This is an optimization exercise on Yosys and OpenROAD, whose aim is a short achievable clock period and few clock cycles, not a production implementation. The RTL was checked by simulation tests, not by an equivalence proof against the original design. Power is estimated from default activity; no workload was simulated.

==> flow/design.v <==
module lc3_datapath
  (clk,
   rst,
   mem_en,
   mem_we,
   mem_addr,
   mem_wdata,
   mem_ready,
   mem_rdata
   );
  input         clk;
  input         rst;
  output        mem_en;
  output        mem_we;
  output [15:0] mem_addr;
  output [15:0] mem_wdata;
  input         mem_ready;
  input  [15:0] mem_rdata;
  localparam CL = 5;                  
  localparam CN = 1 << CL;
  localparam TW = 16 - CL;            
  localparam [2:0] K_FETCH = 3'd0,
                   K_LOAD  = 3'd1,
                   K_LDI   = 3'd2,
                   K_STI   = 3'd3,
                   K_STORE = 3'd4,
                   K_TRAP  = 3'd5,
                   K_ADDR  = 3'd6,    
                   K_PF    = 3'd7;    
  reg [15:0] r0, r1, r2, r3, r4, r5, r6, r7;
  reg        n, z, p;
  reg [15:0] pc;      
  reg [15:0] pc1;     
  reg [15:0] ir;
  reg [2:0]  kind;
  reg        en;      
  reg        we;
  reg [15:0] mar;
  reg [15:0] mdr;
  reg [15:0] pf;      
  reg        pfv;
  reg [15:0]   c_data  [0:CN-1];
  reg [TW-1:0] c_tag   [0:CN-1];
  reg [CN-1:0] c_valid;
  reg          fq;
  reg [15:0]   fqa, fqd;
  reg        ex;      
  reg        lk;      
  reg [1:0]  aop;     
  reg [15:0] opa, opb;
  assign mem_en    = en;
  assign mem_we    = we;
  assign mem_addr  = mar;
  assign mem_wdata = mdr;
  function [15:0] rsel;
    input [2:0] s;
    input [15:0] a0, a1, a2, a3, a4, a5, a6, a7;
    case (s)
      3'd0: rsel = a0;
      3'd1: rsel = a1;
      3'd2: rsel = a2;
      3'd3: rsel = a3;
      3'd4: rsel = a4;
      3'd5: rsel = a5;
      3'd6: rsel = a6;
      default: rsel = a7;
    endcase
  endfunction
  function [15:0] ksadd;
    input [15:0] a, b;
    reg   [15:0] g, q, x;
    integer k, j;
    begin
      x = a ^ b;
      g = a & b;
      q = x;
      for (k = 0; k < 4; k = k + 1)
        for (j = 15; j >= (1 << k); j = j - 1)
          begin
            g[j] = g[j] | (q[j] & g[j - (1 << k)]);
            q[j] = q[j] & q[j - (1 << k)];
          end
      ksadd = x ^ {g[14:0], 1'b0};
    end
  endfunction
  function [15:0] inc16;
    input [15:0] x;
    reg   [15:0] c;
    integer k;
    begin
      c[0] = 1'b1;
      for (k = 1; k < 16; k = k + 1)
        c[k] = c[k - 1] & x[k - 1];
      inc16 = x ^ c;
    end
  endfunction
  wire [2:0] ldr  = ir[11:9];         
  wire       fw   = (kind == K_LOAD);
  wire       fwb  = fw & (pf[8:6] == ldr);
  wire       fws  = fw & (pf[11:9] == ldr);
  wire       fw2  = fw & (pf[2:0] == ldr);
  wire       pdep = (pf[15:12] == 4'b0000);
  wire [2:0] xdr = ir[11:9];          
  wire       xb  = (pf[8:6] == xdr);
  wire       xs  = (pf[11:9] == xdr);
  reg        xdep;
  always @(*)
    case (pf[15:12])
      4'b0001, 4'b0101: xdep = xb | (~pf[5] & (pf[2:0] == xdr));
      4'b1001, 4'b0110, 4'b1100: xdep = xb;          
      4'b0111:          xdep = xb | xs;              
      4'b0011, 4'b1011: xdep = xs;                   
      4'b0100:          xdep = ~pf[11] & xb;         
      4'b0000:          xdep = 1'b1;                 
      default:          xdep = 1'b0;                 
    endcase
  wire [CL-1:0] li    = pc1[CL-1:0];
  wire          lhit  = c_valid[li] & (c_tag[li] == pc1[15:CL]);
  wire [15:0]   lword = c_data[li];
  reg step;
  always @(*)
    case (kind)
      K_FETCH: step = pfv ? ~(ex & xdep) : mem_ready;
      K_LOAD:  step = pfv & mem_ready & ~pdep;
      K_STORE: step = pfv & mem_ready;
      default: step = 1'b0;
    endcase
  wire [15:0] d     = pfv ? pf : mem_rdata;
  wire [3:0]  op    = d[15:12];
  wire        taken = (d[11] & n) | (d[10] & z) | (d[9] & p);
  wire [15:0] dbase = fwb ? mem_rdata : rsel(d[8:6], r0, r1, r2, r3, r4, r5, r6, r7);
  wire [15:0] dsrc  = fws ? mem_rdata : rsel(d[11:9], r0, r1, r2, r3, r4, r5, r6, r7);
  wire [15:0] dsr2  = fw2 ? mem_rdata : rsel(d[2:0], r0, r1, r2, r3, r4, r5, r6, r7);
  wire [15:0] djsrr = (d[8:6] == 3'd7) ? pc1 : dbase;
  wire [15:0] sum = ksadd(opa, opb);
  reg  [15:0] res;
  always @(*)
    case (aop)
      2'd0:    res = sum;
      2'd1:    res = opa & opb;
      default: res = ~opa;
    endcase
  wire        ldw   = mem_ready & (kind == K_LOAD);
  wire [15:0] wval  = ex ? res : (ldw ? mem_rdata : opa);
  wire [2:0]  wsel  = lk ? 3'd7 : ir[11:9];
  wire        wen   = ex | ldw | lk;
  always @(posedge clk or negedge rst)
    begin
      if (rst == 1'b0)
        begin
          r0 <= 16'h0; r1 <= 16'h0; r2 <= 16'h0; r3 <= 16'h0;
          r4 <= 16'h0; r5 <= 16'h0; r6 <= 16'h0; r7 <= 16'h0;
        end
      else if (wen)
        case (wsel)
          3'd0: r0 <= wval;
          3'd1: r1 <= wval;
          3'd2: r2 <= wval;
          3'd3: r3 <= wval;
          3'd4: r4 <= wval;
          3'd5: r5 <= wval;
          3'd6: r6 <= wval;
          default: r7 <= wval;
        endcase
    end
  reg         zres;
  always @(*)
    case (aop)
      2'd0:    zres = ((opa ^ opb) == {opa[14:0] | opb[14:0], 1'b0});
      2'd1:    zres = ((opa & opb) == 16'h0);
      default: zres = (opa == 16'hffff);
    endcase
  wire        zv = ex ? zres : (mem_rdata == 16'h0);
  wire        nv = ex ? res[15] : mem_rdata[15];
  always @(posedge clk or negedge rst)
    begin
      if (rst == 1'b0)
        begin
          n <= 1'b0; z <= 1'b0; p <= 1'b0;
        end
      else if (ex | ldw)
        begin
          n <= nv;
          z <= zv;
          p <= ~nv & ~zv;
        end
    end
  always @(posedge clk or negedge rst)
    begin
      if (rst == 1'b0)
        fq <= 1'b0;
      else
        fq <= mem_ready & (((kind == K_FETCH) & ~pfv) | (kind == K_PF));
    end
  always @(posedge clk)
    begin
      fqa <= pc;
      fqd <= mem_rdata;
      if (fq)
        begin
          c_data[fqa[CL-1:0]] <= fqd;
          c_tag[fqa[CL-1:0]]  <= fqa[15:CL];
        end
    end
  integer i;
  always @(posedge clk or negedge rst)
    begin
      if (rst == 1'b0)
        c_valid <= {CN{1'b0}};
      else
        for (i = 0; i < CN; i = i + 1)
          if ((kind == K_STORE) & (mar[CL-1:0] == i))
            c_valid[i] <= 1'b0;
          else if (fq & (fqa[CL-1:0] == i))
            c_valid[i] <= 1'b1;
    end
  always @(posedge clk or negedge rst)
    begin
      if (rst == 1'b0)
        begin
          pc   <= 16'h0200;
          pc1  <= 16'h0201;
          ir   <= 16'h0;
          mar  <= 16'h0200;
          mdr  <= 16'h0;
          en   <= 1'b1;
          we   <= 1'b0;
          kind <= K_FETCH;
          pf   <= 16'h0;
          pfv  <= 1'b0;
          ex   <= 1'b0;
          lk   <= 1'b0;
          aop  <= 2'd0;
          opa  <= 16'h0;
          opb  <= 16'h0;
        end
      else
        begin
          ex  <= 1'b0;
          lk  <= 1'b0;
          pc1 <= inc16(pc);
          if (step)
            begin
              ir  <= d;
              pc  <= pc1;
              pc1 <= inc16(pc1);
              pf  <= lword;
              pfv <= 1'b0;
              we  <= 1'b0;
              en  <= 1'b1;
              mdr <= dsrc;
              case (op)
                4'b0000, 4'b0010, 4'b0011, 4'b1010, 4'b1011, 4'b1110:
                  begin
                    opa <= pc1;
                    opb <= {{7{d[8]}}, d[8:0]};
                  end
                4'b0100, 4'b1111:
                  begin
                    opa <= pc1;
                    opb <= {{5{d[10]}}, d[10:0]};
                  end
                4'b0110, 4'b0111:
                  begin
                    opa <= dbase;
                    opb <= {{10{d[5]}}, d[5:0]};
                  end
                default:
                  begin
                    opa <= dbase;
                    opb <= d[5] ? {{11{d[4]}}, d[4:0]} : dsr2;
                  end
              endcase
              case (op)
                4'b0101: aop <= 2'd1;
                4'b1001: aop <= 2'd2;
                default: aop <= 2'd0;
              endcase
              case (op)
                4'b0001, 4'b0101, 4'b1001, 4'b1110:  
                  begin
                    ex   <= 1'b1;
                    kind <= K_FETCH;
                    mar  <= pc1;
                    pfv  <= lhit;
                    en   <= ~lhit;
                  end
                4'b1111:  
                  begin
                    lk   <= 1'b1;
                    kind <= K_TRAP;
                    mar  <= {8'h00, d[7:0]};
                  end
                4'b1100:  
                  begin
                    kind <= K_FETCH;
                    mar  <= dbase;
                    pc   <= dbase;
                  end
                4'b0100:  
                  begin
                    lk <= 1'b1;
                    if (d[11])
                      begin
                        kind <= K_ADDR;
                        en   <= 1'b0;
                      end
                    else
                      begin
                        kind <= K_FETCH;
                        mar  <= djsrr;
                        pc   <= djsrr;
                      end
                  end
                4'b0000:  
                  if (taken)
                    begin
                      kind <= K_ADDR;
                      en   <= 1'b0;
                    end
                  else
                    begin
                      kind <= K_FETCH;
                      mar  <= pc1;
                      pfv  <= lhit;
                      en   <= ~lhit;
                    end
                4'b0010, 4'b0011, 4'b0110, 4'b0111, 4'b1010, 4'b1011:
                  begin  
                    kind <= lhit ? K_ADDR : K_PF;
                    mar  <= pc1;
                    pfv  <= lhit;
                    en   <= ~lhit;
                  end
                default:  
                  begin
                    kind <= K_FETCH;
                    mar  <= pc1;
                    pfv  <= lhit;
                    en   <= ~lhit;
                  end
              endcase
            end
          else
            case (kind)
              K_ADDR:
                begin
                  en  <= 1'b1;
                  mar <= sum;
                  case (ir[15:12])
                    4'b0010, 4'b0110: kind <= K_LOAD;
                    4'b0011, 4'b0111: begin kind <= K_STORE; we <= 1'b1; end
                    4'b1010: kind <= K_LDI;
                    4'b1011: kind <= K_STI;
                    default: begin kind <= K_FETCH; pc <= sum; end   
                  endcase
                end
              K_PF:
                if (mem_ready)
                  begin
                    pf  <= mem_rdata;
                    pfv <= 1'b1;
                    mar <= sum;
                    case (ir[15:12])
                      4'b0010, 4'b0110: kind <= K_LOAD;
                      4'b0011, 4'b0111: begin kind <= K_STORE; we <= 1'b1; end
                      4'b1010: kind <= K_LDI;
                      default: kind <= K_STI;
                    endcase
                  end
              K_LDI:
                if (mem_ready)
                  begin
                    kind <= K_LOAD;
                    mar  <= mem_rdata;
                  end
              K_STI:
                if (mem_ready)
                  begin
                    kind <= K_STORE;
                    we   <= 1'b1;
                    mar  <= mem_rdata;
                  end
              K_TRAP:
                if (mem_ready)
                  begin
                    kind <= K_FETCH;
                    mar  <= mem_rdata;
                    pc   <= mem_rdata;
                  end
              K_LOAD, K_STORE:  
                if (mem_ready)
                  begin
                    kind <= K_FETCH;
                    we   <= 1'b0;
                    en   <= 1'b0;
                  end
              default: ;
            endcase
        end
    end
endmodule
Settings: LEC_CHECK=0, CAP_MARGIN=20, CORE_MARGIN=2, CORE_UTILIZATION=40, PLACE_DENSITY=0.6, SETUP_SLACK_MARGIN=4.5, SLEW_MARGIN=20; clock period 7.5 ns.
run.sh (not shown) runs the stock make flow with config.mk's settings and CLKGATE_MAP_FILE= SYNTH_SCRIPT=/design/flow/synth_recipe.tcl, a recipe that flattens the netlist after the stock synthesis.
Testbench counts at the start, summed over its fixed seeds: cycles 115,005.
Edit:
--- a/flow/design.v
+++ b/flow/design.v
@@ -14,11 +14,11 @@
   output        mem_we;
   output [15:0] mem_addr;
   output [15:0] mem_wdata;
   input         mem_ready;
   input  [15:0] mem_rdata;
-  localparam CL = 5;                  
+  localparam CL = 4;                  
   localparam CN = 1 << CL;
   localparam TW = 16 - CL;            
   localparam [2:0] K_FETCH = 3'd0,
                    K_LOAD  = 3'd1,
                    K_LDI   = 3'd2,
What happened: Global-route usage grows by 3.0 points. Total power went down by 15%. Count of clock-buffer cells in the layout shrinks by 45. Clock skew drops by 0.0049 ns. Register-to-register slack improved by 0.12 ns. Worst setup slack is worse by 0.076 ns. Via count came out lower by 18%. Flip-flop and latch count goes down by 432.
Testbench counts after the change, summed over its fixed seeds: cycles 118,839.

[what the ideal ports hide]
In the flow no input, the clock included, has a driving cell. The finished layouts below were timed again as built, in two steps. Step 1 (the two cells are an assumption about what drives the block):
set clk [get_ports {clk}]
set_driving_cell -lib_cell sky130_fd_sc_hd__clkbuf_16 $clk
set_driving_cell -lib_cell sky130_fd_sc_hd__buf_2 [delete_from_list [all_inputs] $clk]
Step 2 times the ports against the registers' clock, not the clock port: input delays grow and output delays shrink by t, the midpoint of the rising clock arrivals with the driver on. Slacks: ideal ports / drivers / drivers and shift; pairs: ideal ports / drivers.
run	shift t [ns]	setup WS [ns]	slew at the worst register clock pin (ns)
the first run	0.816	4.218 / 4.218 / 3.641	0.07 / 0.07
the second run	0.730	4.142 / 4.165 / 3.435	0.07 / 0.07
After both steps every run listed still meets setup and hold. For the second run, which loses most, drivers alone change the setup slack by +0.023 ns; drivers and shift together by -0.707 ns.
